This design comes from an exercise in tuning for small area on the open sky130 flow, not from production work.
At most, simulation tests tie the RTL to the original design; equivalence was not proved.
For run 8, only the layout was checked, not whether the RTL still works.
Power is estimated from default activity; no workload was simulated.

[design/flow/config.mk]
export PLATFORM = sky130hd
export DESIGN_NAME = PKT_Detector
export DESIGN_NICKNAME = PKT_Detector
export VERILOG_FILES = /design/flow/design.v
export SDC_FILE = /design/flow/constraint.sdc
export NUM_CORES = 4
export LEC_CHECK = 0
export ABC_AREA = 1
export CAP_MARGIN = 20
export CORE_MARGIN = 2
export CORE_UTILIZATION = 65
export SLEW_MARGIN = 20
[design/flow/constraint.sdc]
create_clock -name core_clock -period 5.0 [get_ports {clk}]
set_input_delay 1.0000 -clock core_clock [delete_from_list [all_inputs] [get_ports {clk}]]
set_output_delay 1.0000 -clock core_clock [all_outputs]
set_load 0.01 [all_outputs]
[design/flow/design.v]
module PKT_Detector #(
    parameter   DATA_WIDTH    = 8   ,
                PKT_CNT_WIDTH = 4   ,
                OUT_PKT_WIDTH = 160
) (
    input   logic                           reset     ,
    input   logic                           clk       ,
    input   logic   [DATA_WIDTH - 1 : 0]    data_in   ,
    input   logic                           dataK     ,
    output  logic   [PKT_CNT_WIDTH - 1 : 0] PKT_count ,
    output  logic   [OUT_PKT_WIDTH - 1 : 0] PKT       ,
    output  logic                           MRd       ,
    output  logic                           MWr       ,
    output  logic                           IORd      ,
    output  logic                           IOWr      ,
    output  logic                           CfgRd0    ,
    output  logic                           CfgWr0    ,
    output  logic                           CfgRd1    ,
    output  logic                           CfgWr1    ,
    output  logic                           Cpl       ,
    output  logic                           Cp1D
);
logic [151:0] dl;
logic [4:0]   cnt;
logic [143:0] body;       
logic         valid_n;    
logic         pulse;      
wire last = (cnt == 5'd20);
wire good = last && (dl[7:0] == 8'hFD);
logic [151:0] dl_n;
always_ff @(posedge clk) dl_n <= {dl_n[143:0], ~data_in};
assign dl = ~dl_n;
always_ff @(posedge clk or negedge reset) begin
    if (!reset)
        cnt <= 5'd0;
    else if (cnt == 5'd0)
        cnt <= {4'd0, (data_in == 8'hFB) && dataK};
    else if (last)
        cnt <= 5'd0;
    else
        cnt <= cnt + 5'd1;
end
logic [143:0] incoming;
always_comb
    for (int k = 1; k <= 18; k++)
        incoming[8*(k-1) +: 8] = dl[8*(19-k) +: 8];
logic [143:0] body_n;     
always_ff @(posedge clk)
    if (good) body_n <= ~incoming;    
assign body = ~body_n;
always_ff @(posedge clk or negedge reset) begin
    if (!reset) begin
        valid_n   <= 1'b1;
        pulse     <= 1'b0;
        PKT_count <= '0;
    end else begin
        pulse <= good;
        if (good) begin
            valid_n   <= 1'b0;
            PKT_count <= PKT_count + 4'd1;
        end
    end
end
assign PKT = {!valid_n ? 8'hFD : 8'h00, body & ~{144{valid_n}}, !valid_n ? 8'hFB : 8'h00};
wire [7:0] ty = body[23:16];    
assign MRd    = pulse && ty == 8'h00;
assign MWr    = pulse && ty == 8'h01;
assign IORd   = pulse && ty == 8'h02;
assign IOWr   = pulse && ty == 8'h42;
assign CfgRd0 = pulse && ty == 8'h04;
assign CfgWr0 = pulse && ty == 8'h44;
assign CfgRd1 = pulse && ty == 8'h05;
assign CfgWr1 = pulse && ty == 8'h45;
assign Cpl    = pulse && ty == 8'h0a;
assign Cp1D   = pulse && ty == 8'h4a;
endmodule
[design/flow/flow/run.sh]
#!/bin/bash
# The standard ORFS layout (standard.sh), with two changes:
#  - port buffers are the smallest buffer (buf_1) instead of the default clkdlybuf4s50_1;
#  - clock tree: small clock buffers, large sink clusters, no dummy loads.
set -euo pipefail
bash standard.sh \
  "BUFFER_PORTS_ARGS=-buffer_cell sky130_fd_sc_hd__buf_1" \
  "CTS_ARGS=-sink_clustering_enable -repair_clock_nets -dont_use_dummy_load -buf_list sky130_fd_sc_hd__clkbuf_8 -sink_clustering_size 20 -sink_clustering_max_diameter 60" \
  finish > standard_flow.log 2>&1
[design/flow/standard.sh]
#!/bin/bash
# synth_recipe.tcl (not shown) runs the flow's synth.tcl, then flattens the netlist and writes it again
# the make line also repeats each setting of config.mk as NAME=value (left out here)
make -C /OpenROAD-flow-scripts/flow DESIGN_CONFIG=/design/flow/config.mk WORK_HOME=/design/flow/orfs CLKGATE_MAP_FILE= SYNTH_SCRIPT=/design/flow/synth_recipe.tcl "${@:-finish}"
==> metrics.md, run 1 <==
| Metric | Value |
|---|---|
| Multi-input logic area | 995 um2 |
| Clock sink count | 307 |
| Delay-heaviest family, CP | flip-flops |
| Tmin final | 3230 ps |
| Crit path from | valid_n |
| Root Driver | clkbuf_8 |
| Final Skew | 44.5 ps |
| Placed cell area | 9690 um2 |
| Critical path's slowest cell | dfstp_4 |
| CTS tree | done |
| Clock Power Share | 0.265 |
| Pint | 3.04 mW |
| Final nets | 794 |
| Stages on the worst setup path | 4 |
| Fin. max-slew vios | 0 |
| Total global routing track utilization | 0.186 |
| Post-Synthesis Cells | 603 |
| H-tree depth | 1 |
| Tot Pwr | 3.73 mW |
| Worst slew margin | 0.498 |
| Routed vias/inst | 4.81 |
| Core Util, Final | 0.748 |
| Ant diodes | 0 |
| Share of cells above drive strength 1 | 0.0386 |
| Routed WL per cell | 14.5 um |
| Setup violators final | 0 |
| Critical Path Sink | PKT[32] |
| Psw | 0.688 mW |
| DR iter-0 viols | 293 |
| Bufs and invs on worst path | 3 |
| Number of buffers created by CTS | 19 |
| CTS clk-pin slew, worst paths | 110 ps |
| Post-Synth Simple-Gate Area | 0.102 |
| Combinational share of power | 0.005 |
| YS warnings | 1 |
| RSZ-0062 raised after global routing | no |
| Post-synthesis mux area share | 0 |
| Die Height | 121 um |
| Die area | 14700 um2 |
| First drt pass iteration count | 5 |
| Avg Inst Size Synth | 14.8 um2 |
| Reg2reg end | body_n[81] |
| Slew @ Worst Pin | 753 ps |
| Arrival time at the worst endpoint | 2230 ps |
| DRC Markers | 0 |
| Hold-fix buffers, CTS | 0 |
| Post-cts gate resize count | 0 |
| Largest net degree at the start of global routing | 121 |
| CP endpoint kind | output port |
| Status | finished clean |
| Post-synthesis compound-gate area fraction | 0.000559 |
| Clock latency on the worst-skew pair | 510 ps |
| Vias in the first global route | 4388 |
| # IOs | 185 |
| CP max FO | 85 |
| Synth Area in XOR/XNOR | 0.00392 |
| Yosys cell types | 21 |
| Area growth syn-to-layout | 11.5% |
| Register area | 7650 um2 |
| Core Area | 13300 um2 |
| Power per cell area | 374 nW/um2 |
| Post-synthesis sequential area ratio | 0.854 |
| Die Width | 121 um |
| Cell Chain, Critical Path | buf_16, buf_4, nor2_1, buf_1 |
| Fin area | 9980 um2 |
| Via count | 4585 |
| R2r startpoint | cnt[0] |
| DP Wirelength | 9240 um |
| Num rows | 42 |
| Fillers | 893 |
| CP required | 4000 ps |
| Post-DRT Antenna Nets | 0 |
| Initial Utilization | 0.670 |
| Crit Path Class | flip-flop to output port |
| R2R depth | 7 |
| Initial antenna violation count | 0 |
| Synth Register Bits | 307 |
| Max-Cap Viols | 0 |
| First-pass GRT wire length | 21400 um |
| CP Launch Type | flip-flop |
| Part of the cycle the worst path needs | 0.646 |
| Peak supply drop | 0.331 mV |
| Largest family of logic cells by synthesized area | simple AND/OR/NAND/NOR gates |
| FF-to-FF setup slack | 2420 ps |
| Hold_sp | dl_n[49] |
| Setup TNS | 0 ps |
| Sw Ratio | 0.184 |
| Placed cell count | 934 |
| Finished Layout Cells | 954 |
| Clock Tree Buf Depth | 3 |
| Routed WL | 13900 um |
| Class of the worst hold path | flip-flop to flip-flop |
| Worst path max stage delay | 850 ps |
| Final count of hold timing violations | 0 |
| Post-CTS setup buffer count | 0 |
| GRT overflow | 0 |
| IO buf count | 182 |
| Synthesized area | 8950 um2 |
| Static Leakage | 3.80 nW |
| Post-synthesis adder-cell area fraction | 0.00420 |
| Fmax | 0.310 GHz |
| Flop pwr share | 0.730 |
| Routability cong. | 0.810 |
## stage by stage
stage	hold WS, ps	worst slack, ps
2_1_floorplan	327	2010
6_report	315	1770
4_1_cts	322	1460
3_3_place_gp	330	2060
5_1_grt	320	1610
3_5_place_dp	334	1990
## how the worst min path moves through the flow
stage,end,cells after the start,slack [ps]
final,dl_n[57],0,310
after global routing,dl_n[57],0,320
after CTS,dl_n[57],0,320
after detailed placement,dl_n[32],0,330
after global placement,dl_n[32],0,330
after floorplan,dl_n[100],0,330
## power by group through the flow
stage          sequential, mW  clock [mW]  combinational, mW
3_3_place_gp             2.78           0             0.0175
6_report                 2.72       0.988             0.0190
2_1_floorplan            2.77           0             0.0127
3_5_place_dp             2.78           0             0.0194
4_1_cts                  2.73        1.02             0.0193
5_1_grt                  2.73        1.11             0.0225
## cell families after synthesis
group / after synthesis
buffers and inverters: 62
adder cells (fa/ha/maj): 3
other: 1
AO/OA/AOI/OAI: 1
AND/OR/NAND/NOR: 225
XOR/XNOR: 4
flip-flops: 307
## cell usage in the layout (no fill, tap or decap)
cell      netlist  routed
buf_1           0     182
buf_16          0       1
buf_4          16       3
clkbuf_8        0      19
conb_1          1       2
dfrtp_1        10      10
dfstp_4         0       1
dfxtp_1       152     152
edfxtp_1      144     144
ha_1            3       3
inv_1          29      29
inv_2           2       1
inv_6           0       1
nand2_1        29      29
nand2_2         2       2
nand3_1        10      10
nand3_4         1       1
nand4_1         6       6
nor2_1        174     174
nor2_8          1       1
nor3_1          2       2
o21ai_0         1       1
xnor2_1         1       1
xor2_1          3       3
## metal layers
| layer | GRT usage | wire (um) | up-vias |
|---|---|---|---|
| met5 | 0 | 0 | - |
| met4 | 0.0424 | 176 | 0 |
| met3 | 0.0446 | 896 | 17 |
| met2 | 0.311 | 6910 | 134 |
| met1 | 0.252 | 5890 | 2144 |
| li1 | - | - | 2290 |
## flip-flops by register name, indices dropped and copies added, names as in the netlist
register and cells:
body_n 144, valid_n 1, dl_n 152, PKT_count 4, cnt 5, pulse 1
## cells in the mapped netlist, drive strengths merged
master | count | area (um2)
edfxtp | 144 | 4320
nand4 | 6 | 37.5
dfrtp | 10 | 250
nor2 | 175 | 673
inv | 31 | 116
dfstp | 1 | 26.3
xnor2 | 1 | 8.76
nand3 | 11 | 67.6
buf | 31 | 195
nor3 | 2 | 10.0
dfxtp | 152 | 3040
xor2 | 3 | 26.3
o21ai | 1 | 5.00
ha | 3 | 37.5
conb | 1 | 3.75
nand2 | 31 | 121
## layout make-up
| cell class | count | share of cell area |
|---|---|---|
| inverter | 31 | 0.0122 |
| clock buffer | 19 | 0.0262 |
| timing repair buffer | 186 | 0.0735 |
| tap | 176 | 0.0221 |
| multi-input combinational | 235 | 0.0997 |
| sequential | 307 | 0.766 |
==> run 2, diff against run 1 <==
--- a/design/flow/design.v
+++ b/design/flow/design.v
@@ -25,5 +25,4 @@
 logic [143:0] body;       
 logic         valid_n;    
-logic         pulse;      
 wire last = (cnt == 5'd20);
 wire good = last && (dl[7:0] == 8'hFD);
@@ -34,8 +33,8 @@
     if (!reset)
         cnt <= 5'd0;
-    else if (cnt == 5'd0)
+    else if (cnt == 5'd0 || cnt == 5'd21)
         cnt <= {4'd0, (data_in == 8'hFB) && dataK};
     else if (last)
-        cnt <= 5'd0;
+        cnt <= good ? 5'd21 : 5'd0;
     else
         cnt <= cnt + 5'd1;
@@ -52,8 +51,6 @@
     if (!reset) begin
         valid_n   <= 1'b1;
-        pulse     <= 1'b0;
         PKT_count <= '0;
     end else begin
-        pulse <= good;
         if (good) begin
             valid_n   <= 1'b0;
@@ -63,4 +60,5 @@
 end
 assign PKT = {!valid_n ? 8'hFD : 8'h00, body & ~{144{valid_n}}, !valid_n ? 8'hFB : 8'h00};
+wire       pulse = (cnt == 5'd21);
 wire [7:0] ty = body[23:16];    
 assign MRd    = pulse && ty == 8'h00;
==> design/flow/flow/run.sh (replaced) <==
#!/bin/bash
# The standard ORFS layout (standard.sh), with these changes:
#  - synthesis maps the logic with a plain area-oriented ABC script (no buffering or
#    upsizing, which the later repair steps redo where needed) and no half/full-adder
#    cells; the registers and their names are those of the standard synthesis;
#  - port buffers are the smallest buffer (buf_1) instead of clkdlybuf4s50_1;
#  - clock tree: clkbuf_8 buffers, sink clusters of up to 22, no dummy loads.
# Each tool's full output stays in orfs/logs/; make's output goes to standard_flow.log.
set -euo pipefail
rm -rf scripts_area
cp -r "$FLOW_HOME/scripts" scripts_area
printf 'strash\ndch\nmap -a\ntopo\n' > scripts_area/abc_area.script
bash standard.sh \
  "SCRIPTS_DIR=$PWD/scripts_area" \
  "ADDER_MAP_FILE=" \
  "BUFFER_PORTS_ARGS=-buffer_cell sky130_fd_sc_hd__buf_1" \
  "CTS_ARGS=-sink_clustering_enable -repair_clock_nets -dont_use_dummy_load -buf_list sky130_fd_sc_hd__clkbuf_8 -sink_clustering_size 22 -sink_clustering_max_diameter 50" \
  finish > standard_flow.log 2>&1
--- a/design/flow/config.mk
+++ b/design/flow/config.mk
@@ -7,6 +7,8 @@
 export LEC_CHECK = 0
 export ABC_AREA = 1
-export CAP_MARGIN = 20
+export CAP_MARGIN = 5
 export CORE_MARGIN = 2
 export CORE_UTILIZATION = 65
-export SLEW_MARGIN = 20
+export GPL_TIMING_DRIVEN = 0
+export PLACE_DENSITY = 0.85
+export SLEW_MARGIN = 5
==> run 2 against run 1 <==
Worst hold slack got worse by 11 ps; sequential power rose by 1%; maximum frequency fell by 6.3%; largest power group unchanged; critical path type unchanged; clock-buffer cell count fell by 1; core utilization rose by 0.46 points; clock power fell by 4.0%; power rose by 1.3%; highest routed layer unchanged.
==> metrics.md, run 2 <==
| Metric | Value |
|---|---|
| Status | finished clean |
| Top cell type by total area after synthesis | edfxtp_1 |
| Synthesized area | 8620 um2 |
| H-tree depth | 1 |
| Post-Synthesis Cells | 535 |
| Share of the synthesized area in the top cell type | 0.501 |
| Fmax | 0.290 GHz |
| Avg Inst Size Synth | 16.1 um2 |
| R2R depth | 4 |
| Worst slew margin | 0.457 |
| DRC Markers | 0 |
| IO buf count | 182 |
| Root Driver | clkbuf_8 |
| Worst path max stage delay | 960 ps |
| Bufs and invs on worst path | 3 |
| Most frequent cells in the layout | 182 x buf_1, 154 x nor2_1, 152 x dfxtp_1 |
| Class of the worst hold path | flip-flop to flip-flop |
| Post-cts gate resize count | 0 |
| Dpl ws | 2100 ps |
| First drt pass iteration count | 6 |
| Placed cell count | 896 |
| Fin. max-slew vios | 0 |
| Routed vias/inst | 4.99 |
| CTS clk-pin slew, worst paths | 120 ps |
| Post-synth EDFFs | 144 |
| Placed cell area | 9590 um2 |
| CP Launch Type | flip-flop |
| Synth Register Bits | 306 |
| Delay-heaviest family, CP | flip-flops |
| Count leader, synth | nor2_1 |
| Stages on the worst setup path | 3 |
| YS warnings | 1 |
| RSZ-0062 raised after global routing | no |
| CP endpoint kind | output port |
| Max reg flops | 152 |
| Clock latency on the worst-skew pair | 500 ps |
| Via count | 4558 |
| Routed WL | 13200 um |
| CTS tree | done |
| Most frequent cells after synthesis | 154 x nor2_1, 152 x dfxtp_1, 144 x edfxtp_1, 16 x clkinv_1, 15 x buf_4 |
| Number of buffers created by CTS | 18 |
| Final count of hold timing violations | 0 |
| Share of cells above drive strength 1 | 0.0515 |
| Post-CTS setup buffer count | 0 |
| Power per cell area | 384 nW/um2 |
| Critical Path Sink | PKT[1] |
| Hold_sp | dl_n[61] |
| Hold-fix buffers, CTS | 0 |
| Largest net degree at the start of global routing | 92 |
| GRT overflow | 0 |
| Cell Chain, Critical Path | clkinv_1, buf_4, buf_1 |
| Tot Pwr | 3.78 mW |
| Die Width | 119 um |
| Slew @ Worst Pin | 804 ps |
| Routability cong. | 0.788 |
| Finished Layout Cells | 914 |
| Core Util, Final | 0.752 |
| CP max FO | 55 |
| Main synth FF type | dfxtp_1 |
| Final Skew | 56.9 ps |
| R2r startpoint | dl_n[0] |
| Clock Tree Buf Depth | 3 |
| FF-to-FF setup slack | 2160 ps |
| Fin area | 9840 um2 |
| Num rows | 42 |
| Post-synthesis sequential area ratio | 0.883 |
| Post-DRT Antenna Nets | 0 |
| Worst Setup Slack, final | 1550 ps |
| Arrival time at the worst endpoint | 2450 ps |
| Crit path from | valid_n |
| Critical path's slowest cell | dfstp_4 |
| Vias in the first global route | 4346 |
| Ant diodes | 0 |
| Async SR Flop Fraction | 0.0327 |
| Largest registers | dl_n: 152 flops, body_n: 144 flops, cnt: 5 flops |
| Routed WL per cell | 14.5 um |
| Peak supply drop | 0.321 mV |
| Clock sink count | 306 |
| Max-Cap Viols | 0 |
| Reg2reg end | body_n[139] |
| DP Wirelength | 8910 um |
| Area contributors post-synth | edfxtp_1 50%, dfxtp_1 35%, nor2_1 6.7% |
| First-pass GRT wire length | 20000 um |
| Core Area | 13100 um2 |
| Die area | 14200 um2 |
| Static Leakage | 3.58 nW |
| Part of the cycle the worst path needs | 0.690 |
| Final nets | 751 |
| CP required | 4000 ps |
| # IOs | 185 |
| Die Height | 119 um |
| Setup violators final | 0 |
| Tmin final | 3450 ps |
| DR iter-0 viols | 231 |
| Total global routing track utilization | 0.176 |
| Crit Path Class | flip-flop to output port |
| Area growth syn-to-layout | 14.1% |
| Yosys cell types | 20 |
| Initial antenna violation count | 0 |
| Biggest register | dl_n |
| Commonest non-fill, non-tap cell in the layout | buf_1 |
| Initial Utilization | 0.659 |
==> run 2: cell types whose count changed after synthesis, sizes merged, moves of 3 or more <==
| cell | before | now |
|---|---|---|
| inv | 31 | 0 |
| nand2 | 31 | 8 |
| nor2 | 175 | 154 |
| buf | 31 | 15 |
| clkinv | 0 | 16 |
| nor4 | 0 | 12 |
| nand3 | 11 | 5 |
| nand4 | 6 | 0 |
| nor3 | 2 | 7 |
| ha | 3 | 0 |
==> run 2: worst min path at each step <==
stage / end / slack [ps] / depth (start not counted)
after floorplan: dl_n[9] / 320 / 0
after global placement: dl_n[9] / 330 / 0
after detailed placement: dl_n[147] / 330 / 0
after CTS: dl_n[69] / 310 / 0
after global routing: dl_n[69] / 300 / 0
final: dl_n[69] / 300 / 0
==> run 2: final cells by class <==
cell class | count | area (um2)
multi-input combinational | 199 | 836
timing repair buffer | 184 | 738
fill | 788 | 3240
inverter | 16 | 65.1
buffer | 15 | 113
clock buffer | 18 | 248
tap | 176 | 220
sequential | 306 | 7620
==> run 2: per-stage QoR <==
| stage | hold slack [ps] | TNS, ps |
|---|---|---|
| CTS | 307 | 0 |
| finish | 304 | 0 |
| floorplan | 323 | 0 |
| detailed placement | 334 | 0 |
| global placement | 326 | -175940 |
| global route | 305 | 0 |
==> run 2: kinds of logic after synthesis <==
family                    synth area share
AOI/OAI and AO/OA                  0.00203
and+or+nand+nor                     0.0889
buffers and inverters               0.0200
other                             0.000435
DFF                                  0.883
xor gates and xnor gates           0.00508
==> run 2: per-layer routing <==
layer | global-route usage | up-vias | share of wire
met4 | 0.0484 | 0 | 0.019
met5 | 0 | - | 0
met2 | 0.307 | 175 | 0.50
met3 | 0.0527 | 25 | 0.088
met1 | 0.215 | 2174 | 0.40
li1 | - | 2184 | -
==> run 2: power breakdown <==
group | internal [mW] | switching (mW)
combinational | 0.0285 | 0.0470
clock | 0.328 | 0.620
sequential | 2.70 | 0.0535
total | 3.06 | 0.721
==> run 3, diff against run 2 <==
--- a/design/flow/config.mk
+++ b/design/flow/config.mk
@@ -7,8 +7,7 @@
 export LEC_CHECK = 0
 export ABC_AREA = 1
-export CAP_MARGIN = 5
+export CAP_MARGIN = 20
 export CORE_MARGIN = 2
-export CORE_UTILIZATION = 65
-export GPL_TIMING_DRIVEN = 0
+export CORE_UTILIZATION = 70
 export PLACE_DENSITY = 0.85
-export SLEW_MARGIN = 5
+export SLEW_MARGIN = 20
==> run 3 against run 2 <==
Still clean on timing, DRC and antenna; sequential cell count unchanged; power up 0.17%; synthesized area did not move; register-to-register slack worse by 90 ps; core utilization is 5.2 points higher; worst setup slack lost 130 ps; synthesized cell count did not move; cell count fell by 4.7%; wire length increased by 1.5%; via count down 1.8%; critical endpoint is now PKT[96]; highest routed layer unchanged.
==> metrics.md, run 3 <==
| Metric | Value |
|---|---|
| Final count of hold timing violations | 0 |
| Cell Chain, Critical Path | buf_4, nor2_1, buf_1 |
| Share of cells above drive strength 1 | 0.0331 |
| FF-to-FF setup slack | 2070 ps |
| Routed WL | 13400 um |
| Number of buffers created by CTS | 18 |
| Hold-fix buffers, CTS | 0 |
| Ant diodes | 0 |
| Synth Area in XOR/XNOR | 0.00508 |
| Area contributors post-synth | edfxtp_1 50%, dfxtp_1 35%, nor2_1 6.7% |
| Top cell type by total area after synthesis | edfxtp_1 |
| H-tree depth | 1 |
| CP Launch Type | flip-flop |
| Area growth syn-to-layout | 12.0% |
| Arrival time at the worst endpoint | 2570 ps |
| Final nets | 737 |
| RSZ-0062 raised after global routing | no |
| IO buf count | 182 |
| Initial antenna violation count | 0 |
| Routed vias/inst | 5.14 |
| Placed cell count | 853 |
| Post-Synthesis Cells | 535 |
| Setup TNS | 0 ps |
| CP max FO | 100 |
| Async SR Flop Fraction | 0.0327 |
| Largest family of logic cells by synthesized area | simple AND/OR/NAND/NOR gates |
| Count leader, synth | nor2_1 |
| Tmin final | 3570 ps |
| Die Width | 115 um |
| Finished Layout Cells | 871 |
| Commonest non-fill, non-tap cell in the layout | buf_1 |
| Clock Tree Buf Depth | 3 |
| Peak supply drop | 0.328 mV |
| Share of the synthesized area in the top cell type | 0.501 |
| Die Height | 115 um |
| GRT overflow | 0 |
| # IOs | 185 |
| Critical path's slowest cell | dfstp_4 |
| Max reg flops | 152 |
| Clock sink count | 306 |
| Post-DRT Antenna Nets | 0 |
| Post-Synth Simple-Gate Area | 0.0889 |
| Part of the cycle the worst path needs | 0.715 |
| Post-CTS setup buffer count | 0 |
| Post-synthesis adder-cell area fraction | 0 |
| CP required | 4000 ps |
| YS warnings | 1 |
| DR iter-0 viols | 316 |
| Total global routing track utilization | 0.197 |
| Avg Inst Size Synth | 16.1 um2 |
| Biggest register | dl_n |
| Post-cts gate resize count | 0 |
| DP Wirelength | 9050 um |
| Via count | 4477 |
| Static Leakage | 3.51 nW |
| Crit Path Class | flip-flop to output port |
| Clock latency on the worst-skew pair | 500 ps |
| Synthesized area | 8620 um2 |
| Class of the worst hold path | flip-flop to flip-flop |
| Post-synthesis compound-gate area fraction | 0.00203 |
| First-pass GRT wire length | 20300 um |
| Root Driver | clkbuf_8 |
| Routed WL per cell | 15.4 um |
| Status | finished clean |
| Post-synthesis sequential area ratio | 0.883 |
| Yosys cell types | 20 |
| Synth Register Bits | 306 |
| Setup violators final | 0 |
| Most frequent cells in the layout | 182 x buf_1, 154 x nor2_1, 152 x dfxtp_1 |
| DRC Markers | 0 |
| Delay-heaviest family, CP | flip-flops |
| CTS tree | done |
| Core Area | 12000 um2 |
| Die area | 13200 um2 |
| Main synth FF type | dfxtp_1 |
| Num rows | 40 |
| Worst slew margin | 0.415 |
| Max-Cap Viols | 0 |
| Slew @ Worst Pin | 877 ps |
| Vias in the first global route | 4234 |
| Final Skew | 67.1 ps |
| Fmax | 0.280 GHz |
| Most frequent cells after synthesis | 154 x nor2_1, 152 x dfxtp_1, 144 x edfxtp_1, 16 x clkinv_1, 15 x buf_4 |
| First drt pass iteration count | 4 |
| Fin. max-slew vios | 0 |
| Initial Utilization | 0.718 |
| Largest net degree at the start of global routing | 101 |
| CTS clk-pin slew, worst paths | 120 ps |
| Worst path max stage delay | 1210 ps |
| Largest registers | dl_n: 152 flops, body_n: 144 flops, cnt: 5 flops |
| Power per cell area | 392 nW/um2 |
| Bufs and invs on worst path | 2 |
| Routability cong. | 0.745 |
| Core Util, Final | 0.804 |
| CP endpoint kind | output port |
| Post-synth EDFFs | 144 |
| Post-synthesis mux area share | 0 |
run 3: logic make-up after synthesis:
group	after synthesis
AOI/OAI and AO/OA	3
xor gates and xnor gates	5
buffers and inverters	31
DFF	306
other	1
and+or+nand+nor	189
run 3: final timing paths:
kind | startpoint | end | depth (start not counted)
max | valid_n | PKT[96] | 3
min | dl_n[58] | dl_n[66] | 0
max reg2reg | dl_n[0] | body_n[42] | 4
min reg2reg | dl_n[58] | dl_n[66] | 0
max in group asynchronous | reset | cnt[3] | 1
min in group asynchronous | reset | PKT_count[1] | 1
run 3: cell type report:
cell class | count | area (um2)
fill | 674 | 2350
multi-input combinational | 199 | 836
timing repair buffer | 185 | 706
clock buffer | 18 | 248
sequential | 306 | 7620
tap | 147 | 184
inverter | 16 | 65.1
run 3: power breakdown:
part           switching (mW)  internal (mW)  total (mW)
Clock                   0.631          0.327       0.958
Sequential             0.0524           2.70        2.76
Combinational          0.0453         0.0275      0.0728
Total                   0.728           3.06        3.79
run 3: metal layers:
metal / global-route usage / up-vias / routed length, um / part of all wire
met5: 0 / - / 0 / 0
met4: 0.0426 / 0 / 149 / 0.011
met3: 0.0380 / 18 / 881 / 0.066
met2: 0.350 / 169 / 6740 / 0.50
met1: 0.258 / 2129 / 5650 / 0.42
li1: - / 2161 / - / -
run 3: worst reg2reg max path: cells and delay by family (launching register included):
family	cells	cell delay, ps
simple gates	2	1000
flops	1	340
buf+inv	2	1240
run 3: per-stage QoR:
| step | power, mW | worst slack, ps | hold WS (ps) | instance area (um2) |
|---|---|---|---|---|
| finish | 3.79 | 1430 | 259 | 9660 |
| global route | 3.91 | 1230 | 263 | 9660 |
| CTS | 3.82 | 1370 | 262 | 9660 |
| detailed placement | 2.89 | 1950 | 333 | 9410 |
| global placement | 2.87 | 2020 | 326 | 9410 |
| floorplan | 2.85 | 257 | 323 | 8630 |
==> run 4, diff against run 3 <==
--- a/design/flow/config.mk
+++ b/design/flow/config.mk
@@ -9,5 +9,5 @@
 export CAP_MARGIN = 20
 export CORE_MARGIN = 2
-export CORE_UTILIZATION = 70
+export CORE_UTILIZATION = 55
 export PLACE_DENSITY = 0.85
 export SLEW_MARGIN = 20
==> run 4 against run 3 <==
Still clean; worst setup slack better by 310 ps; first-iteration DRC count fell by 19%; clock skew down 9.1 ps; wire length fell by 2.1%; non-clock buffer count increased by 1; maximum frequency grew 9.5%; sequential cell count did not move; worst hold slack improved by 43 ps; critical path depth down 1; cell count rose by 7.6%; clock power increased by 2.5%; largest power group unchanged.
==> metrics.md, run 4 <==
| Metric | Value |
|---|---|
| Total global routing track utilization | 0.150 |
| Share of the synthesized area in the top cell type | 0.501 |
| Ant diodes | 0 |
| Area contributors post-synth | edfxtp_1 50%, dfxtp_1 35%, nor2_1 6.7% |
| Reg2reg end | body_n[139] |
| Synth Register Bits | 306 |
| Commonest non-fill, non-tap cell in the layout | buf_1 |
| WHS Endpoint | dl_n[135] |
| Core Area | 15300 um2 |
| Via count | 4423 |
| Part of the cycle the worst path needs | 0.653 |
| Clock latency on the worst-skew pair | 520 ps |
| Max reg flops | 152 |
| FF-to-FF setup slack | 2140 ps |
| Fin. max-slew vios | 0 |
| Clock sink count | 306 |
| Routed WL per cell | 14.0 um |
| # IOs | 185 |
| Count leader, synth | nor2_1 |
| RSZ-0062 raised after global routing | no |
| Yosys cell types | 20 |
| Die Width | 129 um |
| Crit Path Class | flip-flop to output port |
| Routability cong. | 0.756 |
| Delay-heaviest family, CP | flip-flops |
| CP required | 4000 ps |
| Die area | 16700 um2 |
| Fillers | 1114 |
| Routed vias/inst | 4.72 |
| CP max FO | 56 |
| CP endpoint kind | output port |
| Setup violators final | 0 |
| Hold Path Stages | 0 |
| Worst slew margin | 0.347 |
| Cell Chain, Critical Path | clkinv_1, buf_1 |
| CTS clk-pin slew, worst paths | 110 ps |
| Final count of hold timing violations | 0 |
| Die Height | 129 um |
| DP Wirelength | 8770 um |
| Vias in the first global route | 4081 |
| YS warnings | 1 |
| Synthesized area | 8620 um2 |
| Status | finished clean |
| Fmax | 0.307 GHz |
| Static Leakage | 3.53 nW |
| GRT overflow | 0 |
| Main synth FF type | dfxtp_1 |
| IO buf count | 182 |
| Biggest register | dl_n |
| Top cell type by total area after synthesis | edfxtp_1 |
| Post-Synthesis Cells | 535 |
| Post-DRT Antenna Nets | 0 |
| Largest net degree at the start of global routing | 107 |
| R2r startpoint | cnt[3] |
| Hold Slack | 302 ps |
| DR iter-0 viols | 255 |
| Avg Inst Size Synth | 16.1 um2 |
| Most frequent cells in the layout | 182 x buf_1, 154 x nor2_1, 152 x dfxtp_1 |
| Post-synthesis sequential area ratio | 0.883 |
| Area growth syn-to-layout | 13.2% |
| Multi-input logic area | 836 um2 |
| Worst path max stage delay | 970 ps |
| Critical path's slowest cell | dfstp_4 |
| Hold_sp | dl_n[127] |
| Largest registers | dl_n: 152 flops, body_n: 144 flops, cnt: 5 flops |
| Class of the worst hold path | flip-flop to flip-flop |
| Register area | 7620 um2 |
| R2R depth | 6 |
| Number of buffers created by CTS | 19 |
| Final Skew | 58.0 ps |
| Root Driver | clkbuf_8 |
| Core Util, Final | 0.640 |
| Hold-fix buffers, CTS | 0 |
| Arrival time at the worst endpoint | 2260 ps |
| Post-cts gate resize count | 0 |
| Peak supply drop | 0.300 mV |
| Power per cell area | 390 nW/um2 |
| CP Launch Type | flip-flop |
| First-pass GRT wire length | 19600 um |
| Post-CTS setup buffer count | 0 |
| Async SR Flop Fraction | 0.0327 |
| First drt pass iteration count | 6 |
| Setup TNS | 0 ps |
| Routed WL | 13100 um |
| H-tree depth | 1 |
| Share of cells above drive strength 1 | 0.0358 |
| Max-Cap Viols | 0 |
| Initial antenna violation count | 0 |
| CTS tree | done |
| Clock Tree Buf Depth | 3 |
| Post-synth EDFFs | 144 |
| Slew @ Worst Pin | 980 ps |
| Num rows | 45 |
| Initial Utilization | 0.565 |
| Final nets | 739 |
| Bufs and invs on worst path | 2 |
| DRC Markers | 0 |
| Most frequent cells after synthesis | 154 x nor2_1, 152 x dfxtp_1, 144 x edfxtp_1, 16 x clkinv_1, 15 x buf_4 |
| Tmin final | 3260 ps |
-- run 4: power breakdown --
group          internal (mW)  switching [mW]
Combinational         0.0275          0.0420
Sequential              2.70          0.0505
Clock                  0.345           0.637
Total                   3.08           0.730
-- run 4: worst max path at each step --
stage                              to  cells after the start     from
after floorplan             body_n[0]                      6   cnt[2]
after global placement    body_n[105]                      6   cnt[3]
after detailed placement  body_n[130]                      6   cnt[3]
after CTS                      PKT[1]                      2  valid_n
after global routing           CfgRd0                      7   cnt[2]
final                          PKT[1]                      2  valid_n
-- run 4: area by class of cell --
type | count | area share
multi-input combinational | 199 | 0.0856
inverter | 16 | 0.00666
sequential | 306 | 0.781
clock buffer | 19 | 0.0268
timing repair buffer | 186 | 0.0731
tap | 211 | 0.0270
-- run 4: stage by stage --
stage          power [mW]  instance area [um2]  std cells  worst slack [ps]
6_report             3.81                 9760        937              1740
5_1_grt              3.96                 9760        937              1560
4_1_cts              3.84                 9760        937              1690
3_5_place_dp         2.88                 9500        918              2180
3_3_place_gp         2.87                 9500        918              2200
2_1_floorplan        2.85                 8630        536               257
-- run 4: metal layers --
layer  track usage  vias to the layer above  wire, um
met5             0                        -         0
met4        0.0377                        0       268
met3        0.0524                       19      1140
met2         0.246                      163      6040
met1         0.196                     2077      5680
li1              -                     2164         -
-- run 4: logic make-up after synthesis --
logic type      count (synthesis)  share of synthesized area
compound gates                  3                    0.00203
other cells                     1                   0.000435
flops                         306                      0.883
simple gates                  189                     0.0889
xor+xnor                        5                    0.00508
buf+inv                        31                     0.0200
==> run 5, diff against run 4 <==
--- a/design/flow/config.mk
+++ b/design/flow/config.mk
@@ -9,5 +9,5 @@
 export CAP_MARGIN = 20
 export CORE_MARGIN = 2
-export CORE_UTILIZATION = 55
-export PLACE_DENSITY = 0.85
+export CORE_UTILIZATION = 65
+export PLACE_DENSITY = 0.95
 export SLEW_MARGIN = 20
==> run 5 against run 4 <==
Still clean on timing, DRC and antenna; design area shrank 0.67%; sequential power hardly changed; register-to-register slack lost 130 ps; synthesized area unchanged; worst setup slack worse by 290 ps; critical path depth up 1; clock skew fell by 12 ps; combinational power is 15% higher; critical path type unchanged; largest cell class unchanged; highest routed layer unchanged.
==> metrics.md, run 5 <==
| Metric | Value |
|---|---|
| Worst Setup Slack, final | 1450 ps |
| Synthesized area | 8620 um2 |
| Fin. max-slew vios | 0 |
| WHS Endpoint | dl_n[66] |
| Commonest non-fill, non-tap cell in the layout | buf_1 |
| Stages on the worst setup path | 3 |
| FF-to-FF setup slack | 2010 ps |
| Die Width | 119 um |
| Post-DRT Antenna Nets | 0 |
| Arrival time at the worst endpoint | 2550 ps |
| H-tree depth | 1 |
| # IOs | 185 |
| Yosys cell types | 20 |
| Worst path max stage delay | 1110 ps |
| Hold_sp | dl_n[58] |
| CTS tree | done |
| First-pass GRT wire length | 21400 um |
| DR iter-0 viols | 293 |
| Clock latency on the worst-skew pair | 500 ps |
| Num rows | 42 |
| Clock Tree Buf Depth | 3 |
| Slew @ Worst Pin | 751 ps |
| Setup violators final | 0 |
| Most frequent cells after synthesis | 154 x nor2_1, 152 x dfxtp_1, 144 x edfxtp_1, 16 x clkinv_1, 15 x buf_4 |
| Root Driver | clkbuf_8 |
| Post-CTS setup buffer count | 0 |
| Share of cells above drive strength 1 | 0.0331 |
| Reg2reg end | body_n[52] |
| Crit Path Class | flip-flop to output port |
| Routed WL per cell | 15.4 um |
| Die area | 14200 um2 |
| GRT overflow | 0 |
| Via count | 4475 |
| Max-Cap Viols | 0 |
| Main synth FF type | dfxtp_1 |
| Count leader, synth | nor2_1 |
| Part of the cycle the worst path needs | 0.710 |
| Core Area | 13100 um2 |
| Class of the worst hold path | flip-flop to flip-flop |
| Final Skew | 46.4 ps |
| Avg Inst Size Synth | 16.1 um2 |
| DP Wirelength | 9410 um |
| Bufs and invs on worst path | 2 |
| CTS clk-pin slew, worst paths | 110 ps |
| Share of the synthesized area in the top cell type | 0.501 |
| CP required | 4000 ps |
| Static Leakage | 3.51 nW |
| Post-Synthesis Cells | 535 |
| Dpl ws | 1990 ps |
| Cell Chain, Critical Path | buf_4, nor2_1, buf_1 |
| DRC Markers | 0 |
| Finished Layout Cells | 900 |
| Vias in the first global route | 4338 |
| Routed vias/inst | 4.97 |
| Register area | 7620 um2 |
| Tot Pwr | 3.79 mW |
| Async SR Flop Fraction | 0.0327 |
| Synth Register Bits | 306 |
| Routed WL | 13800 um |
| Worst slew margin | 0.499 |
| Biggest register | dl_n |
| CP Launch Type | flip-flop |
| Clock sink count | 306 |
| Fillers | 811 |
| Power per cell area | 391 nW/um2 |
| R2r startpoint | dl_n[4] |
| Final count of hold timing violations | 0 |
| Largest net degree at the start of global routing | 83 |
| R2R depth | 4 |
| Initial antenna violation count | 0 |
| RSZ-0062 raised after global routing | no |
| Hold Path Stages | 0 |
| IO buf count | 182 |
| Post-synth EDFFs | 144 |
| Hold-fix buffers, CTS | 0 |
| Initial Utilization | 0.659 |
| Placed cell count | 882 |
| Critical path's slowest cell | dfstp_4 |
| Delay-heaviest family, CP | flip-flops |
| Die Height | 119 um |
| Routability cong. | 0.780 |
| Area growth syn-to-layout | 12.4% |
| YS warnings | 1 |
| Top cell type by total area after synthesis | edfxtp_1 |
| Hold Slack | 301 ps |
| Post-synthesis sequential area ratio | 0.883 |
| Fmax | 0.282 GHz |
| Post-cts gate resize count | 0 |
| Status | finished clean |
| Peak supply drop | 0.340 mV |
| Multi-input logic area | 836 um2 |
| Setup TNS | 0 ps |
| Final nets | 737 |
| Number of buffers created by CTS | 18 |
| Tmin final | 3550 ps |
| CP max FO | 82 |
| Max reg flops | 152 |
| Area contributors post-synth | edfxtp_1 50%, dfxtp_1 35%, nor2_1 6.7% |
| Total global routing track utilization | 0.192 |
| First drt pass iteration count | 5 |
| Ant diodes | 0 |
| CP endpoint kind | output port |
| Most frequent cells in the layout | 182 x buf_1, 154 x nor2_1, 152 x dfxtp_1 |
| Largest registers | dl_n: 152 flops, body_n: 144 flops, cnt: 5 flops |
-- run 5: cell count changes in the layout (fill, tap and decap cells not counted), sizes merged --
cell,change
clkbuf,-1
buf,-1
-- run 5: report_power, final --
group,leakage (nW),internal [mW],switching [mW]
Combinational,0.681,0.0276,0.0527
Clock,0.129,0.328,0.627
Sequential,2.70,2.70,0.0521
Total,3.51,3.06,0.732
-- run 5: cell type report --
cell class                 count  area share
sequential                   306       0.786
timing repair buffer         185      0.0728
inverter                      16     0.00671
tap                          176      0.0227
multi-input combinational    199      0.0862
clock buffer                  18      0.0255
-- run 5: how the worst max path moves through the flow --
stage	start	to
floorplan	cnt[2]	body_n[0]
global placement	valid_n	PKT[0]
detailed placement	valid_n	PKT[34]
CTS	valid_n	PKT[34]
global route	valid_n	PKT[54]
finish	valid_n	PKT[14]
-- run 5: stage by stage --
| step | cell area (um2) | utilization |
|---|---|---|
| floorplan | 8630 | - |
| global placement | 9450 | 0.722 |
| detailed placement | 9450 | 0.722 |
| CTS | 9700 | 0.741 |
| global route | 9700 | 0.741 |
| finish | 9700 | 0.741 |
-- run 5: cells by family (layout without fill, tap and decap cells) --
kind of cell           after synthesis  after routing  synth area share
other                                1              2          0.000435
XOR/XNOR                             5              5           0.00508
buffers and inverters               31            219            0.0200
AND/OR/NAND/NOR                    189            189            0.0889
AO/OA/AOI/OAI                        3              3           0.00203
flip-flops                         306            306             0.883
-- run 5: metal layers --
layer	share of wire	global-route usage
met1	0.40	0.248
met2	0.51	0.333
met5	0	0
met3	0.078	0.0431
met4	0.012	0.0491
-- run 5: worst reg2reg max path, delay by kind of cell, from the launching register on --
kind / cells / cell delay [ps]
flops: 1 / 330
simple gates: 2 / 1060
buf+inv: 2 / 1190
==> run 6, diff against run 5 <==
--- a/design/flow/config.mk
+++ b/design/flow/config.mk
@@ -10,4 +10,4 @@
 export CORE_MARGIN = 2
 export CORE_UTILIZATION = 65
-export PLACE_DENSITY = 0.95
+export PLACE_DENSITY = 0.85
 export SLEW_MARGIN = 20
==> run 6 against run 5 <==
Non-clock buffer count unchanged; clock-buffer cell count unchanged; first-iteration DRC count up 5.5%; combinational power down 3.9%; die area unchanged; design area unchanged; global-route usage down 0.27 points; via count up 0.85%; power up 0.17%; critical path depth unchanged; critical path type unchanged; critical endpoint is now PKT[140]; largest power group unchanged.
==> metrics.md, run 6 <==
| Metric | Value |
|---|---|
| DP Wirelength | 9180 um |
| Area growth syn-to-layout | 12.4% |
| Clock Power Share | 0.254 |
| Setup TNS | 0 ps |
| Post-DRT Antenna Nets | 0 |
| Register area | 7620 um2 |
| Via count | 4513 |
| Clock Tree Buf Depth | 3 |
| Commonest non-fill, non-tap cell in the layout | buf_1 |
| Die Height | 119 um |
| Most frequent cells after synthesis | 154 x nor2_1, 152 x dfxtp_1, 144 x edfxtp_1, 16 x clkinv_1, 15 x buf_4 |
| Reg2reg end | body_n[46] |
| Routability cong. | 0.782 |
| CP required | 4000 ps |
| RSZ-0062 raised after global routing | no |
| Max reg flops | 152 |
| Tot Pwr | 3.80 mW |
| Peak supply drop | 0.354 mV |
| Synthesized area | 8620 um2 |
| Worst path max stage delay | 1170 ps |
| Top cell type by total area after synthesis | edfxtp_1 |
| Post-synthesis adder-cell area fraction | 0 |
| DR iter-0 viols | 309 |
| Number of buffers created by CTS | 18 |
| Worst slew margin | 0.464 |
| Largest net degree at the start of global routing | 89 |
| Routed WL per cell | 15.3 um |
| DRC Markers | 0 |
| Routed vias/inst | 5.01 |
| Main synth FF type | dfxtp_1 |
| Stages on the worst setup path | 3 |
| Share of the synthesized area in the top cell type | 0.501 |
| Pint | 3.06 mW |
| Fillers | 819 |
| # IOs | 185 |
| Sw Ratio | 0.194 |
| R2R depth | 4 |
| Combinational share of power | 0.020 |
| Class of the worst hold path | flip-flop to flip-flop |
| GRT overflow | 0 |
| Ant diodes | 0 |
| Largest registers | dl_n: 152 flops, body_n: 144 flops, cnt: 5 flops |
| Crit Path Class | flip-flop to output port |
| Count leader, synth | nor2_1 |
| Post-Synth Simple-Gate Area | 0.0889 |
| Slew @ Worst Pin | 804 ps |
| Die area | 14200 um2 |
| Arrival time at the worst endpoint | 2600 ps |
| First drt pass iteration count | 5 |
| Static Leakage | 3.51 nW |
| YS warnings | 1 |
| Critical Path Sink | PKT[140] |
| First-pass GRT wire length | 21400 um |
| Status | finished clean |
| CTS tree | done |
| Post-CTS setup buffer count | 0 |
| Fin. max-slew vios | 0 |
| Bufs and invs on worst path | 2 |
| Critical path's slowest cell | dfstp_4 |
| Synth Area in XOR/XNOR | 0.00508 |
| Post-cts gate resize count | 0 |
| Largest family of logic cells by synthesized area | simple AND/OR/NAND/NOR gates |
| Post-synthesis sequential area ratio | 0.883 |
| Share of cells above drive strength 1 | 0.0331 |
| Clock sink count | 306 |
| Post-synthesis mux area share | 0 |
| Root Driver | clkbuf_8 |
| Final count of hold timing violations | 0 |
| Psw | 0.738 mW |
| Total global routing track utilization | 0.189 |
| CP endpoint kind | output port |
| Hold-fix buffers, CTS | 0 |
| Yosys cell types | 20 |
| Cell Chain, Critical Path | buf_4, nor2_1, buf_1 |
| Biggest register | dl_n |
| CP max FO | 88 |
| Max-Cap Viols | 0 |
| Post-synth EDFFs | 144 |
| Setup violators final | 0 |
| R2r startpoint | dl_n[4] |
| Post-synthesis compound-gate area fraction | 0.00203 |
| Part of the cycle the worst path needs | 0.720 |
| Avg Inst Size Synth | 16.1 um2 |
| Routed WL | 13800 um |
| IO buf count | 182 |
| Flop pwr share | 0.726 |
| Post-Synthesis Cells | 535 |
| Vias in the first global route | 4410 |
| Power per cell area | 392 nW/um2 |
| Initial antenna violation count | 0 |
| Delay-heaviest family, CP | flip-flops |
| Most frequent cells in the layout | 182 x buf_1, 154 x nor2_1, 152 x dfxtp_1 |
| Multi-input logic area | 836 um2 |
| Fmax | 0.278 GHz |
| Final nets | 737 |
| H-tree depth | 1 |
| Tmin final | 3600 ps |
| Clock latency on the worst-skew pair | 500 ps |
| Num rows | 42 |
| CTS clk-pin slew, worst paths | 120 ps |
| Area contributors post-synth | edfxtp_1 50%, dfxtp_1 35%, nor2_1 6.7% |
| Initial Utilization | 0.659 |
| FF-to-FF setup slack | 2080 ps |
| Async SR Flop Fraction | 0.0327 |
| Synth Register Bits | 306 |
| CP Launch Type | flip-flop |
| Final Skew | 71.7 ps |
| Die Width | 119 um |
| Core Area | 13100 um2 |
| Crit path from | valid_n |
==> run 6: cell counts after synthesis <==
Identical to the previous run, type by type.
==> run 6: metrics by stage <==
stage	area, um2	setup slack [ps]	std cells	hold WS [ps]	utilization
2_1_floorplan	8630	257	536	323	-
3_3_place_gp	9450	2000	882	326	0.722
3_5_place_dp	9450	1960	882	332	0.722
4_1_cts	9700	1390	900	262	0.741
5_1_grt	9700	1230	900	263	0.741
6_report	9700	1400	900	261	0.741
==> run 6: how the worst min path moves through the flow <==
stage                     slack, ps  startpoint  depth (start not counted)        end
final                           260    dl_n[26]                          0   dl_n[34]
after global routing            260    dl_n[35]                          0   dl_n[43]
after CTS                       260    dl_n[26]                          0   dl_n[34]
after detailed placement        330   dl_n[120]                          0  dl_n[128]
after global placement          330     dl_n[1]                          0    dl_n[9]
after floorplan                 320     dl_n[1]                          0    dl_n[9]
==> run 6: layout make-up <==
class	instances	area share
Inverter	16	0.00671
Timing Repair Buffer	185	0.0728
Multi-Input combinational cell	199	0.0862
Sequential cell	306	0.786
Tap cell	176	0.0227
Clock buffer	18	0.0255
==> run 6: power groups by stage <==
| stage | combinational (mW) | clock (mW) | sequential, mW |
|---|---|---|---|
| after floorplan | 0.0560 | 0 | 2.80 |
| after global placement | 0.0642 | 0 | 2.80 |
| after detailed placement | 0.0757 | 0 | 2.81 |
| after CTS | 0.0764 | 0.992 | 2.76 |
| after global routing | 0.0893 | 1.07 | 2.77 |
| final | 0.0771 | 0.963 | 2.76 |
==> run 6: cell families after synthesis <==
| group | after synthesis |
|---|---|
| compound gates | 3 |
| buf+inv | 31 |
| simple gates | 189 |
| other cells | 1 |
| xor+xnor | 5 |
| flops | 306 |
==> run 6: metal layers <==
metal  vias to the layer above  part of all wire  track usage
met5                         -                 0            0
met4                         0             0.014       0.0402
met3                        20             0.076       0.0412
met2                       179              0.49        0.328
met1                      2154              0.42        0.250
li1                       2160                 -            -
==> run 7, diff against run 6 <==
--- a/design/flow/flow/run.sh
+++ b/design/flow/flow/run.sh
@@ -5,5 +5,5 @@
 #    cells; the registers and their names are those of the standard synthesis;
 #  - port buffers are the smallest buffer (buf_1) instead of clkdlybuf4s50_1;
-#  - clock tree: clkbuf_8 buffers, sink clusters of up to 22, no dummy loads.
+#  - clock tree: clkbuf_8 buffers, sink clusters of up to 20, no dummy loads.
 # Each tool's full output stays in orfs/logs/; make's output goes to standard_flow.log.
 set -euo pipefail
@@ -15,4 +15,4 @@
   "ADDER_MAP_FILE=" \
   "BUFFER_PORTS_ARGS=-buffer_cell sky130_fd_sc_hd__buf_1" \
-  "CTS_ARGS=-sink_clustering_enable -repair_clock_nets -dont_use_dummy_load -buf_list sky130_fd_sc_hd__clkbuf_8 -sink_clustering_size 22 -sink_clustering_max_diameter 50" \
+  "CTS_ARGS=-sink_clustering_enable -repair_clock_nets -dont_use_dummy_load -buf_list sky130_fd_sc_hd__clkbuf_8 -sink_clustering_size 20 -sink_clustering_max_diameter 45" \
   finish > standard_flow.log 2>&1
==> run 7 against run 6 <==
Register-to-register slack lost 20 ps; core utilization rose by 0.21 points; first-iteration DRC count grew 7.1%; die area is the same; non-clock buffer count stayed put; via count down 0.93%; critical path depth stayed put.
==> metrics.md, run 7 <==
| Metric | Value |
|---|---|
| Largest net degree at the start of global routing | 89 |
| DR iter-0 viols | 331 |
| Final count of hold timing violations | 0 |
| DP Wirelength | 9180 um |
| Final Skew | 41.6 ps |
| Main synth FF type | dfxtp_1 |
| Routed WL | 13600 um |
| Synthesized area | 8620 um2 |
| Area growth syn-to-layout | 12.8% |
| Post-synthesis compound-gate area fraction | 0.00203 |
| Clock latency on the worst-skew pair | 510 ps |
| Initial Utilization | 0.659 |
| Top cell type by total area after synthesis | edfxtp_1 |
| Number of buffers created by CTS | 20 |
| Num rows | 42 |
| Die area | 14200 um2 |
| Routed vias/inst | 4.96 |
| Post-Synth Simple-Gate Area | 0.0889 |
| Initial antenna violation count | 0 |
| Share of the synthesized area in the top cell type | 0.501 |
| Placed cell area | 9450 um2 |
| Critical path's slowest cell | dfstp_4 |
| CTS clk-pin slew, worst paths | 110 ps |
| Arrival time at the worst endpoint | 2580 ps |
| Post-synthesis adder-cell area fraction | 0 |
| Count leader, synth | nor2_1 |
| Avg Inst Size Synth | 16.1 um2 |
| CP Launch Type | flip-flop |
| Setup violators final | 0 |
| Clock Tree Buf Depth | 3 |
| Most frequent cells in the layout | 182 x buf_1, 154 x nor2_1, 152 x dfxtp_1 |
| Post-Synthesis Cells | 535 |
| H-tree depth | 1 |
| Worst Setup Slack, final | 1420 ps |
| Post-CTS setup buffer count | 0 |
| CP required | 4000 ps |
| Die Height | 119 um |
| Max-Cap Viols | 0 |
| Slew @ Worst Pin | 802 ps |
| Fmax | 0.280 GHz |
| CP max FO | 88 |
| Hold Slack | 317 ps |
| Area contributors post-synth | edfxtp_1 50%, dfxtp_1 35%, nor2_1 6.7% |
| IO buf count | 182 |
| First drt pass iteration count | 4 |
| Most frequent cells after synthesis | 154 x nor2_1, 152 x dfxtp_1, 144 x edfxtp_1, 16 x clkinv_1, 15 x buf_4 |
| Post-DRT Antenna Nets | 0 |
| RSZ-0062 raised after global routing | no |
| Via count | 4471 |
| Post-synth EDFFs | 144 |
| Power per cell area | 395 nW/um2 |
| Post-synthesis mux area share | 0 |
| Delay-heaviest family, CP | flip-flops |
| Post-synthesis sequential area ratio | 0.883 |
| Total global routing track utilization | 0.189 |
| Core Util, Final | 0.743 |
| Final nets | 739 |
| Synth Register Bits | 306 |
| Biggest register | dl_n |
| Fin area | 9720 um2 |
| Class of the worst hold path | flip-flop to flip-flop |
| Root Driver | clkbuf_8 |
| Die Width | 119 um |
| Clock sink count | 306 |
| Routed WL per cell | 15.1 um |
| Top routing layer in use | met4 |
| Finished Layout Cells | 902 |
| Post-cts gate resize count | 0 |
| Met3 routed WL | 1120 um |
| Hold-fix buffers, CTS | 0 |
| Routability cong. | 0.782 |
| Largest registers | dl_n: 152 flops, body_n: 144 flops, cnt: 5 flops |
| Core Area | 13100 um2 |
| Setup TNS | 0 ps |
| Fin. max-slew vios | 0 |
| DRC Markers | 0 |
| Worst slew margin | 0.466 |
| Static Leakage | 3.53 nW |
| Tot Pwr | 3.84 mW |
| Cell Chain, Critical Path | buf_4, nor2_1, buf_1 |
| # IOs | 185 |
| Register area | 7620 um2 |
| Met2 WL | 6640 um |
| Vias in the first global route | 4387 |
| Peak supply drop | 0.418 mV |
| Multi-input logic area | 836 um2 |
| CTS tree | done |
| Placed cell count | 882 |
| Status | finished clean |
| Share of cells above drive strength 1 | 0.0358 |
| CP endpoint kind | output port |
| Async SR Flop Fraction | 0.0327 |
| Commonest non-fill, non-tap cell in the layout | buf_1 |
| Part of the cycle the worst path needs | 0.715 |
| Tmin final | 3580 ps |
| GRT overflow | 0 |
| Synth Area in XOR/XNOR | 0.00508 |
| First-pass GRT wire length | 21300 um |
| Dpl ws | 1960 ps |
| Wl on met1 | 5750 um |
| Max reg flops | 152 |
| Crit Path Class | flip-flop to output port |
| Ant diodes | 0 |
| Worst path max stage delay | 1140 ps |
| Bufs and invs on worst path | 2 |
| Fillers | 805 |
| Yosys cell types | 20 |
| YS warnings | 1 |
| Largest family of logic cells by synthesized area | simple AND/OR/NAND/NOR gates |
## run 7: cell count changes in the layout (fill, tap and decap cells not counted), sizes merged
cell    previous run  this run
clkbuf            18        20
## run 7: layout make-up
type	count	area share
flip-flops and latches	306	0.784
repair buffers	185	0.0726
multi-input cells	199	0.0859
clock buffers	20	0.0283
inverters	16	0.00669
well taps	176	0.0226
## run 7: cells by family (layout without fill, tap and decap cells)
group,count (synthesis),count (layout)
AOI/OAI and AO/OA,3,3
and+or+nand+nor,189,189
xor gates and xnor gates,5,5
other,1,2
DFF,306,306
buffers and inverters,31,221
## run 7: final timing paths
| check | slack, ps | depth (start not counted) | endpoint | startpoint |
|---|---|---|---|---|
| worst min register to register | 320 | 0 | dl_n[120] | dl_n[112] |
| max in group asynchronous | 4150 | 1 | cnt[3] | reset |
| min in group asynchronous | 440 | 1 | PKT_count[2] | reset |
| worst max register to register | 2060 | 4 | body_n[49] | dl_n[4] |
| worst min-delay path | 320 | 0 | dl_n[120] | dl_n[112] |
| worst max-delay path | 1420 | 3 | PKT[140] | valid_n |
## run 7: worst reg2reg max path, stage by stage, from the launching register on
cell	delay [ps]
dfxtp_1	340
nor4_1	600
nand3_1	400
inv_6	620
buf_4	630
## run 7: per-layer routing
| metal | vias up | GRT usage |
|---|---|---|
| li1 | 2168 | - |
| met1 | 2120 | 0.253 |
| met2 | 166 | 0.319 |
| met3 | 17 | 0.0450 |
| met4 | 0 | 0.0402 |
| met5 | - | 0 |
## run 7: power by group
part	internal (mW)	switching, mW
Clock	0.362	0.642
Combinational	0.0276	0.0504
Sequential	2.70	0.0533
Total	3.09	0.746
==> run 8, diff against run 7 <==
--- a/design/flow/design.v
+++ b/design/flow/design.v
@@ -25,6 +25,9 @@
 logic [143:0] body;       
 logic         valid_n;    
-wire last = (cnt == 5'd20);
+logic         pulse;      
+wire idle = (cnt == 5'd0);
+wire last = (cnt == 5'b00110);
 wire good = last && (dl[7:0] == 8'hFD);
+wire stp  = idle && (data_in == 8'hFB) && dataK;
 logic [151:0] dl_n;
 always_ff @(posedge clk) dl_n <= {dl_n[143:0], ~data_in};
@@ -33,10 +36,6 @@
     if (!reset)
         cnt <= 5'd0;
-    else if (cnt == 5'd0 || cnt == 5'd21)
-        cnt <= {4'd0, (data_in == 8'hFB) && dataK};
-    else if (last)
-        cnt <= good ? 5'd21 : 5'd0;
     else
-        cnt <= cnt + 5'd1;
+        cnt <= (last ? 5'd0 : {cnt[3:0], cnt[4] ^ cnt[2]}) | {4'd0, stp};
 end
 logic [143:0] incoming;
@@ -51,6 +50,8 @@
     if (!reset) begin
         valid_n   <= 1'b1;
+        pulse     <= 1'b0;
         PKT_count <= '0;
     end else begin
+        pulse <= good;
         if (good) begin
             valid_n   <= 1'b0;
@@ -60,5 +61,4 @@
 end
 assign PKT = {!valid_n ? 8'hFD : 8'h00, body & ~{144{valid_n}}, !valid_n ? 8'hFB : 8'h00};
-wire       pulse = (cnt == 5'd21);
 wire [7:0] ty = body[23:16];    
 assign MRd    = pulse && ty == 8'h00;
--- a/design/flow/flow/run.sh
+++ b/design/flow/flow/run.sh
@@ -5,5 +5,5 @@
 #    cells; the registers and their names are those of the standard synthesis;
 #  - port buffers are the smallest buffer (buf_1) instead of clkdlybuf4s50_1;
-#  - clock tree: clkbuf_8 buffers, sink clusters of up to 20, no dummy loads.
+#  - clock tree: clkbuf_8 buffers, sink clusters of up to 22, no dummy loads.
 # Each tool's full output stays in orfs/logs/; make's output goes to standard_flow.log.
 set -euo pipefail
@@ -15,4 +15,4 @@
   "ADDER_MAP_FILE=" \
   "BUFFER_PORTS_ARGS=-buffer_cell sky130_fd_sc_hd__buf_1" \
-  "CTS_ARGS=-sink_clustering_enable -repair_clock_nets -dont_use_dummy_load -buf_list sky130_fd_sc_hd__clkbuf_8 -sink_clustering_size 20 -sink_clustering_max_diameter 45" \
+  "CTS_ARGS=-sink_clustering_enable -repair_clock_nets -dont_use_dummy_load -buf_list sky130_fd_sc_hd__clkbuf_8 -sink_clustering_size 22 -sink_clustering_max_diameter 50" \
   finish > standard_flow.log 2>&1
==> run 8 against run 7 <==
Worst hold slack worse by 20 ps; clock skew up 4.7 ps; sequential share of layout area up 0.27 points; cell count down 0.22%; first-iteration DRC count down 15%; die area about the same; clock power down 5%; non-clock buffer count unchanged; register-to-register slack better by 310 ps; worst setup slack better by 7.1 ps; global-route usage down 0.80 points; wire length down 4.4%; largest power group unchanged.
==> metrics.md, run 8 <==
| Metric | Value |
|---|---|
| Status | finished clean |
| Core Area | 13100 um2 |
| Area growth syn-to-layout | 12.7% |
| Crit Path Class | flip-flop to output port |
| Max reg flops | 152 |
| Die Width | 119 um |
| DR iter-0 viols | 281 |
| Post-synth EDFFs | 144 |
| Area contributors post-synth | edfxtp_1 50%, dfxtp_1 35%, nor2_1 7.0% |
| Via count | 4442 |
| Num rows | 42 |
| Fin area | 9720 um2 |
| Slew @ Worst Pin | 1010 ps |
| Fmax | 0.280 GHz |
| Clock Tree Buf Depth | 3 |
| Hold-fix buffers, CTS | 0 |
| Synth Area in XOR/XNOR | 0.00304 |
| Multi-input logic area | 802 um2 |
| Delay-heaviest family, CP | flip-flops |
| Routability cong. | 0.808 |
| CP Launch Type | flip-flop |
| Routed vias/inst | 4.94 |
| Fillers | 802 |
| Worst slew margin | 0.325 |
| Placed cell area | 9480 um2 |
| IO buf count | 182 |
| Die Height | 119 um |
| Most frequent cells after synthesis | 161 x nor2_1, 152 x dfxtp_1, 144 x edfxtp_1, 20 x clkinv_1, 15 x buf_4 |
| Post-synthesis compound-gate area fraction | 0.00275 |
| CP endpoint kind | output port |
| Largest net degree at the start of global routing | 97 |
| Setup TNS | 0 ps |
| RSZ-0062 raised after global routing | no |
| Main synth FF type | dfxtp_1 |
| Critical path's slowest cell | dfstp_4 |
| Die area | 14200 um2 |
| Share of cells above drive strength 1 | 0.0331 |
| Final nets | 737 |
| Post-synthesis sequential area ratio | 0.886 |
| Bufs and invs on worst path | 2 |
| Cell Chain, Critical Path | buf_4, nor2_1, buf_1 |
| Number of buffers created by CTS | 18 |
| YS warnings | 1 |
| Post-cts gate resize count | 0 |
| H-tree depth | 1 |
| Largest family of logic cells by synthesized area | simple AND/OR/NAND/NOR gates |
| Biggest register | dl_n |
| CTS tree | done |
| Register area | 7650 um2 |
| Setup violators final | 0 |
| CP required | 4000 ps |
| Post-synthesis mux area share | 0.00130 |
| Post-Synth Simple-Gate Area | 0.0841 |
| Fin. max-slew vios | 0 |
| Post-CTS setup buffer count | 0 |
| Routed WL per cell | 14.5 um |
| Tmin final | 3570 ps |
| Largest registers | dl_n: 152 flops, body_n: 144 flops, cnt: 5 flops |
| Worst path max stage delay | 1180 ps |
| Synth Register Bits | 307 |
| Static Leakage | 3.53 nW |
| Post-Synthesis Cells | 537 |
| GRT overflow | 0 |
| CP max FO | 96 |
| Synthesized area | 8630 um2 |
| Final count of hold timing violations | 0 |
| CTS clk-pin slew, worst paths | 110 ps |
| Commonest non-fill, non-tap cell in the layout | buf_1 |
| Avg Inst Size Synth | 16.1 um2 |
| Share of the synthesized area in the top cell type | 0.501 |
| DP Wirelength | 8880 um |
| Clock latency on the worst-skew pair | 490 ps |
| Ant diodes | 0 |
| Most frequent cells in the layout | 182 x buf_1, 160 x nor2_1, 152 x dfxtp_1 |
| First drt pass iteration count | 5 |
| Final Skew | 46.3 ps |
| Post-synthesis adder-cell area fraction | 0 |
| Async SR Flop Fraction | 0.0358 |
| Top cell type by total area after synthesis | edfxtp_1 |
| # IOs | 185 |
| Post-DRT Antenna Nets | 0 |
| Part of the cycle the worst path needs | 0.714 |
| Arrival time at the worst endpoint | 2570 ps |
| Yosys cell types | 20 |
| Routed WL | 13000 um |
| Initial Utilization | 0.659 |
| Vias in the first global route | 4279 |
| Class of the worst hold path | flip-flop to flip-flop |
| Max-Cap Viols | 0 |
| Power per cell area | 382 nW/um2 |
| Clock sink count | 307 |
| Count leader, synth | nor2_1 |
| DRC Markers | 0 |
| Root Driver | clkbuf_8 |
| Peak supply drop | 0.287 mV |
| Initial antenna violation count | 0 |
| First-pass GRT wire length | 20300 um |
| Total global routing track utilization | 0.181 |
run 8: changes by cell type in the layout (fill, tap and decap cells not counted), sizes merged, moves of 2 or more:
cell	change
nor4	-9
nor2	+7
nand4	+6
clkinv	+5
nand2	-4
clkbuf	-2
nor3	-2
xor2	-2
run 8: cell type report:
type	instances	area share
timing repair buffer	185	0.0752
multi-input combinational	194	0.0825
clock buffer	18	0.0255
sequential	307	0.787
tap	176	0.0226
inverter	20	0.00772
run 8: cells by family after synthesis:
| kind of cell | count (synthesis) |
|---|---|
| DFF | 307 |
| and+or+nand+nor | 184 |
| muxes | 1 |
| buffers and inverters | 37 |
| xor gates and xnor gates | 3 |
| other | 1 |
| AOI/OAI and AO/OA | 4 |
run 8: final timing paths:
check                      startpoint           to  slack, ps  cells past startpoint
max                           valid_n      PKT[74]       1430                      3
min                          dl_n[48]     dl_n[56]        300                      0
max reg2reg                    cnt[0]  body_n[120]       2370                      4
min reg2reg                  dl_n[48]     dl_n[56]        300                      0
max in group asynchronous       reset       cnt[2]       3990                      1
min in group asynchronous       reset       cnt[0]        540                      1
run 8: per-layer routing:
metal  GRT usage  part of all wire
met1       0.225              0.38
met2       0.325              0.53
met3      0.0345             0.072
met4      0.0513             0.018
met5           0                 0
run 8: per-stage QoR:
step | instances | setup slack (ps) | power, mW | util | hold WS, ps
global placement | 882 | 2070 | 2.81 | 0.724 | 327
detailed placement | 882 | 2020 | 2.83 | 0.724 | 332
finish | 900 | 1430 | 3.72 | 0.743 | 297
global route | 900 | 1250 | 3.85 | 0.743 | 312
CTS | 900 | 1470 | 3.75 | 0.743 | 298
floorplan | 538 | 1170 | 2.80 | - | 327
run 8: where the power goes:
part / internal (mW) / switching [mW] / total [mW]
sequential: 2.70 / 0.0366 / 2.74
clock: 0.328 / 0.622 / 0.950
combinational: 0.0107 / 0.0195 / 0.0302
total: 3.04 / 0.678 / 3.72

==> afterwards: timing with drivers on the ports <==
The flow's constraints put no driver on any port. The routed layouts listed below were extracted and timed again, unchanged, in two steps.
Step 1, drivers: a clkbuf_16 drives clk and a buf_2 each remaining input, both assumed.
Step 2 adds t to the input delays and takes it off the output delays; t is the mean of the earliest and latest rising clock arrival at the registers after step 1. Input paths then give back, and output paths get back, about the clock's delay inside the block.
Slacks: ideal ports / drivers / drivers and shift; pairs: ideal ports / drivers.
| run | shift t [ns] | setup slack, ns | hold slack, ns | worst setup path at the end | cell pins on the clock port's net |
|---|---|---|---|---|---|
| run 1 | 0.526 | 1.770 / 1.735 / 2.260 | 0.315 / 0.315 / 0.315 | register to output | 1 |
| run 2 | 0.508 | 1.552 / 1.519 / 2.027 | 0.304 / 0.304 / 0.304 | register to output | 1 |
| run 3 | 0.500 | 1.426 / 1.393 / 1.892 | 0.259 / 0.259 / 0.259 | register to output | 1 |
| run 4 | 0.526 | 1.737 / 1.704 / 2.136 | 0.302 / 0.302 / 0.302 | register to register | 1 |
| run 5 | 0.510 | 1.449 / 1.416 / 1.926 | 0.301 / 0.301 / 0.301 | register to output | 1 |
| run 6 | 0.495 | 1.400 / 1.368 / 1.862 | 0.261 / 0.261 / 0.261 | register to output | 1 |
| run 7 | 0.526 | 1.423 / 1.390 / 1.916 | 0.317 / 0.317 / 0.317 | register to output | 1 |
| run 8 | 0.498 | 1.431 / 1.397 / 1.896 | 0.297 / 0.297 / 0.297 | register to output | 1 |
After both steps setup and hold are still met in every run listed.
